Background: an optimization exercise with open tools, aiming at small area. Do not read the settings as production practice.
The RTL was checked by simulation tests, not by an equivalence proof against the original design.
Power is estimated from default activity; no workload was simulated.

==> flow/design.v <==
module LDST_SEQUENCER (
    input           clock,
    input           clock_enable,
    input           reset,
    output  [15:0]  instruction_bus_address,
    input   [12:0]  instruction_bus_data,
    output  [7:0]   io_bus_address,
    output  [7:0]   io_bus_data_out,
    input   [7:0]   io_bus_data_in,
    output          io_bus_out,
    output          io_bus_in
);
    wire    [11:0]  ins = instruction_bus_data[11:0];
    wire    [7:0]   d   = ins[7:0];
    wire    transfer    = ~ins[11] & ~ins[10];
    wire    load        = transfer & ~ins[8];
    wire    store       = transfer &  ins[8];
    wire    ld_bus      = load & ~ins[9];
    wire    subroutine  = ~ins[11] & ins[10];
    wire    call        = subroutine & ~ins[8];
    wire    ret         = subroutine &  ins[8];
    wire    internal    = ~|d[7:2];
    wire    sel_a       = internal & (d[1:0] == 2'd0);
    wire    sel_b       = internal & (d[1:0] == 2'd1);
    wire    sel_f       = internal & (d[1:0] == 2'd2);
    wire    sel_alu     = internal & (d[1:0] == 2'd3);
    wire    ex_store    = clock_enable & store;
    wire    ex_load     = clock_enable & load;
    reg     [7:0]   work;
    reg     [7:0]   reg_a;
    reg     [7:0]   reg_b;
    reg     [7:0]   alu_op;
    reg             flag_o, flag_c, flag_z;
    reg     [15:0]  pc;
    wire    [7:0]   op2     = alu_op[3] ? {8{alu_op[1]}} : (reg_b ^ {8{alu_op[1]}});
    wire            cin     = alu_op[1] ? ~(alu_op[0] & ~flag_c) : (alu_op[0] & flag_c);
    wire    [7:0]   g       = reg_a & op2;
    wire    [7:0]   p       = reg_a ^ op2;
    wire    [8:0]   sum     = {1'b0, reg_a} + {1'b0, op2} + {8'd0, cin};
    reg     [7:0]   res_mux;
    reg             c_out;
    always @(*) begin
        c_out = flag_c;
        case (alu_op[7:5])
            3'b000: res_mux = g;
            3'b001: res_mux = g | p;
            3'b010: res_mux = p;
            3'b011: res_mux = 8'h00;
            3'b100: begin res_mux = sum[7:0]; c_out = sum[8]; end
            3'b101: begin res_mux = {reg_a[6:0], cin}; c_out = reg_a[7]; end
            default: begin res_mux = {cin | (alu_op[5] & reg_a[7]), reg_a[7:1]}; c_out = reg_a[0]; end
        endcase
    end
    wire    [7:0]   alu_res = res_mux ^ {8{alu_op[2]}};
    wire            is_add  = alu_op[7:5] == 3'b100;
    wire            o_out   = is_add ? (~(reg_a[7] ^ op2[7]) & (reg_a[7] ^ sum[7])) : flag_o;
    wire            z_out   = ~|alu_res;
    wire    [7:0]   int_data =  ({8{sel_a}} & reg_a)
                              | ({8{sel_b}} & reg_b)
                              | ({8{sel_f}} & {5'd0, flag_o, flag_c, flag_z})
                              | ({8{sel_alu}} & alu_res);
    wire    [7:0]   load_data = ins[9] ? d : (internal ? int_data : io_bus_data_in);
    always @(posedge clock, posedge reset) begin
        if (reset)
            work <= 8'h00;
        else if (ex_load)
            work <= load_data;
    end
    always @(posedge clock, posedge reset) begin
        if (reset) begin
            reg_a  <= 8'h00;
            reg_b  <= 8'h00;
            alu_op <= 8'h00;
        end else begin
            if (ex_store & sel_a)   reg_a  <= work;
            if (ex_store & sel_b)   reg_b  <= work;
            if (ex_store & sel_alu) alu_op <= work;
        end
    end
    always @(posedge clock, posedge reset) begin
        if (reset)
            {flag_o, flag_c, flag_z} <= 3'b000;
        else if (ex_store & sel_f)
            {flag_o, flag_c, flag_z} <= work[2:0];
        else if (ex_load & ~ins[9] & sel_alu)
            {flag_o, flag_c, flag_z} <= {o_out, c_out, z_out};
    end
    reg     [15:0]  st0, st1, st2, st3;
    reg     [3:0]   valid;
    wire            push    = clock_enable & call;
    wire            pop     = clock_enable & ret;
    wire    [15:0]  pc_inc  = pc + {15'd0, clock_enable};
    wire            hold    = ~push & ~pop;
    always @(posedge clock) begin
        st0 <= ({16{push}} & pc_inc) | ({16{pop}} & st1) | ({16{hold}} & st0);
        st1 <= ({16{push}} & st0)    | ({16{pop}} & st2) | ({16{hold}} & st1);
        st2 <= ({16{push}} & st1)    | ({16{pop}} & st3) | ({16{hold}} & st2);
        if (push)
            st3 <= st2;
    end
    always @(posedge clock, posedge reset) begin
        if (reset)
            valid <= 4'd0;
        else if (push)
            valid <= {valid[2:0], 1'b1};
        else if (pop)
            valid <= {1'b0, valid[3:1]};
    end
    wire    taken   = ins[11] & (~|ins[10:8] | |(ins[10:8] & {flag_o, flag_c, flag_z}));
    wire    [15:0]  ret_addr = valid[0] ? st0 : 16'h0000;
    always @(posedge clock, posedge reset) begin
        if (reset)
            pc <= 16'h0000;
        else if (clock_enable & ret)
            pc <= ret_addr;
        else if (clock_enable & (call | taken))
            pc <= {work, d};
        else
            pc <= pc_inc;
    end
    assign  instruction_bus_address = pc;
    assign  io_bus_address          = d;
    assign  io_bus_data_out         = work;
    assign  io_bus_out              = store;
    assign  io_bus_in               = ld_bus;
endmodule
export LEC_CHECK = 0
export CAP_MARGIN = 20
export CORE_MARGIN = 2
export CORE_UTILIZATION = 40
export GPL_TIMING_DRIVEN = 0
export SETUP_SLACK_MARGIN = 0.1
export SLEW_MARGIN = 20
create_clock -name core_clock -period 3.5 [get_ports {clock}]
standard.sh (not shown) runs the stock make flow with config.mk's settings and CLKGATE_MAP_FILE= SYNTH_SCRIPT=/design/flow/synth_recipe.tcl, a recipe that flattens the netlist after the stock synthesis.
==> flow/flow/run.sh <==
#!/bin/bash
# Own layout flow: the standard ORFS flow, with an area-oriented synthesis
# (no full/half-adder extraction, an area-mapping ABC script), small port
# buffers and a clock tree without dummy loads. Each tool's output goes to a
# log of its own in this folder.
set -euo pipefail
W=$(pwd)
F=$W/flow

# Synthesis script: ORFS's synth.tcl with the ABC script swapped for ours.
sed -e "s|log_cmd abc {\*}\$abc_args|log_cmd abc -script $F/area.abc {*}[lrange \$abc_args 2 end]|" \
    "$FLOW_HOME/scripts/synth.tcl" > "$W/own_synth_body.tcl"
grep -q "area.abc" "$W/own_synth_body.tcl"
sed -e "s|\$::env(SCRIPTS_DIR)/synth.tcl|$W/own_synth_body.tcl|" synth_recipe.tcl > "$W/own_synth.tcl"
grep -q own_synth_body "$W/own_synth.tcl"

# standard.sh with our synthesis script and extra knobs.
# flow/knobs.txt: one extra make variable assignment per line.
EXTRA="ADDER_MAP_FILE="
while IFS= read -r line; do
  [[ -z "$line" || "$line" == \#* ]] && continue
  EXTRA="$EXTRA '$line'"
done < "$F/knobs.txt"
sed -e "s|SYNTH_SCRIPT=[^ ]*|SYNTH_SCRIPT=$W/own_synth.tcl $EXTRA|" standard.sh > "$W/own_standard.sh"
grep -q own_synth "$W/own_standard.sh"

bash "$W/own_standard.sh" finish > "$W/flow_make.log" 2>&1
==> flow/flow/area.abc <==
strash
dch -f
amap
topo
stime -c
==> flow/flow/knobs.txt <==
BUFFER_PORTS_ARGS=-buffer_cell sky130_fd_sc_hd__buf_1
CTS_ARGS=-sink_clustering_enable -repair_clock_nets -dont_use_dummy_load -buf_list sky130_fd_sc_hd__clkbuf_4
The baseline finished but fails on setup timing.
Edit:
==> flow/run.sh (new file) <==
#!/bin/bash
# synth_recipe.tcl (not shown) runs the flow's synth.tcl, then flattens the netlist and writes it again
# the make line also repeats each setting of config.mk as NAME=value (left out here)
make -C /OpenROAD-flow-scripts/flow DESIGN_CONFIG=/design/flow/config.mk WORK_HOME=/design/flow/orfs CLKGATE_MAP_FILE= SYNTH_SCRIPT=/design/flow/synth_recipe.tcl finish
--- a/flow/config.mk
+++ b/flow/config.mk
@@ -11,2 +10,0 @@
-export GPL_TIMING_DRIVEN = 0
-export SETUP_SLACK_MARGIN = 0.1
removed: flow/flow/run.sh
removed: flow/flow/area.abc
removed: flow/flow/knobs.txt
removed: flow/standard.sh
Effect:
- The new run completed without violations
- wire length came out higher by 1.9%
- via count came out lower by 1.8%
- die area came out higher by 19%
- first-iteration DRC count came out lower by 20%
- setup slack improves by 290 ps
- fmax came out higher by 9.0%
- design area came out higher by 17%
- sequential share of layout area came out lower by 6.0 points
- final cell count came out higher by 6.9%
- clock skew came out lower by 21 ps
- clock power came out higher to 2.6 times its value
Edit:
==> flow/flow/run.sh (new file) <==
#!/bin/bash
# Own layout flow: the standard ORFS flow, with an area-oriented synthesis
# (no full/half-adder extraction, an area-mapping ABC script), small port
# buffers and a clock tree without dummy loads. Each tool's output goes to a
# log of its own in this folder.
set -euo pipefail
W=$(pwd)
F=$W/flow

# Synthesis script: ORFS's synth.tcl with the ABC script swapped for ours.
sed -e "s|log_cmd abc {\*}\$abc_args|log_cmd abc -script $F/area.abc {*}[lrange \$abc_args 2 end]|" \
    "$FLOW_HOME/scripts/synth.tcl" > "$W/own_synth_body.tcl"
grep -q "area.abc" "$W/own_synth_body.tcl"
sed -e "s|\$::env(SCRIPTS_DIR)/synth.tcl|$W/own_synth_body.tcl|" synth_recipe.tcl > "$W/own_synth.tcl"
grep -q own_synth_body "$W/own_synth.tcl"

# standard.sh with our synthesis script and extra knobs.
# flow/knobs.txt: one extra make variable assignment per line.
EXTRA="ADDER_MAP_FILE="
while IFS= read -r line; do
  [[ -z "$line" || "$line" == \#* ]] && continue
  EXTRA="$EXTRA '$line'"
done < "$F/knobs.txt"
sed -e "s|SYNTH_SCRIPT=[^ ]*|SYNTH_SCRIPT=$W/own_synth.tcl $EXTRA|" standard.sh > "$W/own_standard.sh"
grep -q own_synth "$W/own_standard.sh"

bash "$W/own_standard.sh" finish > "$W/flow_make.log" 2>&1
==> flow/flow/area.abc (new file) <==
strash
dch -f
amap
topo
stime -c
==> flow/flow/knobs.txt (new file) <==
BUFFER_PORTS_ARGS=-buffer_cell sky130_fd_sc_hd__buf_1
CTS_ARGS=-sink_clustering_enable -repair_clock_nets -dont_use_dummy_load -buf_list sky130_fd_sc_hd__clkbuf_4
==> flow/standard.sh (new file) <==
#!/bin/bash
# synth_recipe.tcl (not shown) runs the flow's synth.tcl, then flattens the netlist and writes it again
# the make line also repeats each setting of config.mk as NAME=value (left out here)
make -C /OpenROAD-flow-scripts/flow DESIGN_CONFIG=/design/flow/config.mk WORK_HOME=/design/flow/orfs CLKGATE_MAP_FILE= SYNTH_SCRIPT=/design/flow/synth_recipe.tcl "${@:-finish}"
--- a/flow/config.mk
+++ b/flow/config.mk
@@ -10,0 +11 @@
+export SETUP_SLACK_MARGIN = 0.1
removed: flow/run.sh
Now the flow finished with setup timing left.
Maximum frequency shrinks by a little under a tenth.
Die area shrinks by about a fifth.
Clock power shrinks by well over a third.
Power shrinks by a quarter to a third.
Setup slack gets worse by 270 ps.
Routed wire length shrinks by a few percent.

afterwards: timing with drivers on the ports:
Ports are ideal in the flow. The routed layouts listed here were re-timed in OpenROAD. Step 1 assumes that a clkbuf_16 drives the clock port and a buf_2 every other input. Step 2 times the ports against the registers' clock, not the clock port: input delays grow and output delays shrink by t, the midpoint of the rising clock arrivals with the driver on. a / b / c = ideal / step 1 / step 2; a / b = the first two.
run	t, ns	setup slack, ns	hold WS [ns]	worst slew at a driven data input, ns	pins driven straight from the clock port
the first run	0.545	-0.037 / -0.037 / -0.312	0.099 / 0.083 / 0.443	0.06	1
the second run	0.456	0.257 / 0.257 / 0.257	0.463 / 0.463 / 0.463	0.04	1
the third run	0.516	-0.009 / -0.009 / -0.009	0.376 / 0.363 / 0.447	0.06	1
The setup slack of the first run, which loses most, moves by 0.000 ns with the drivers and by -0.275 ns with both steps.
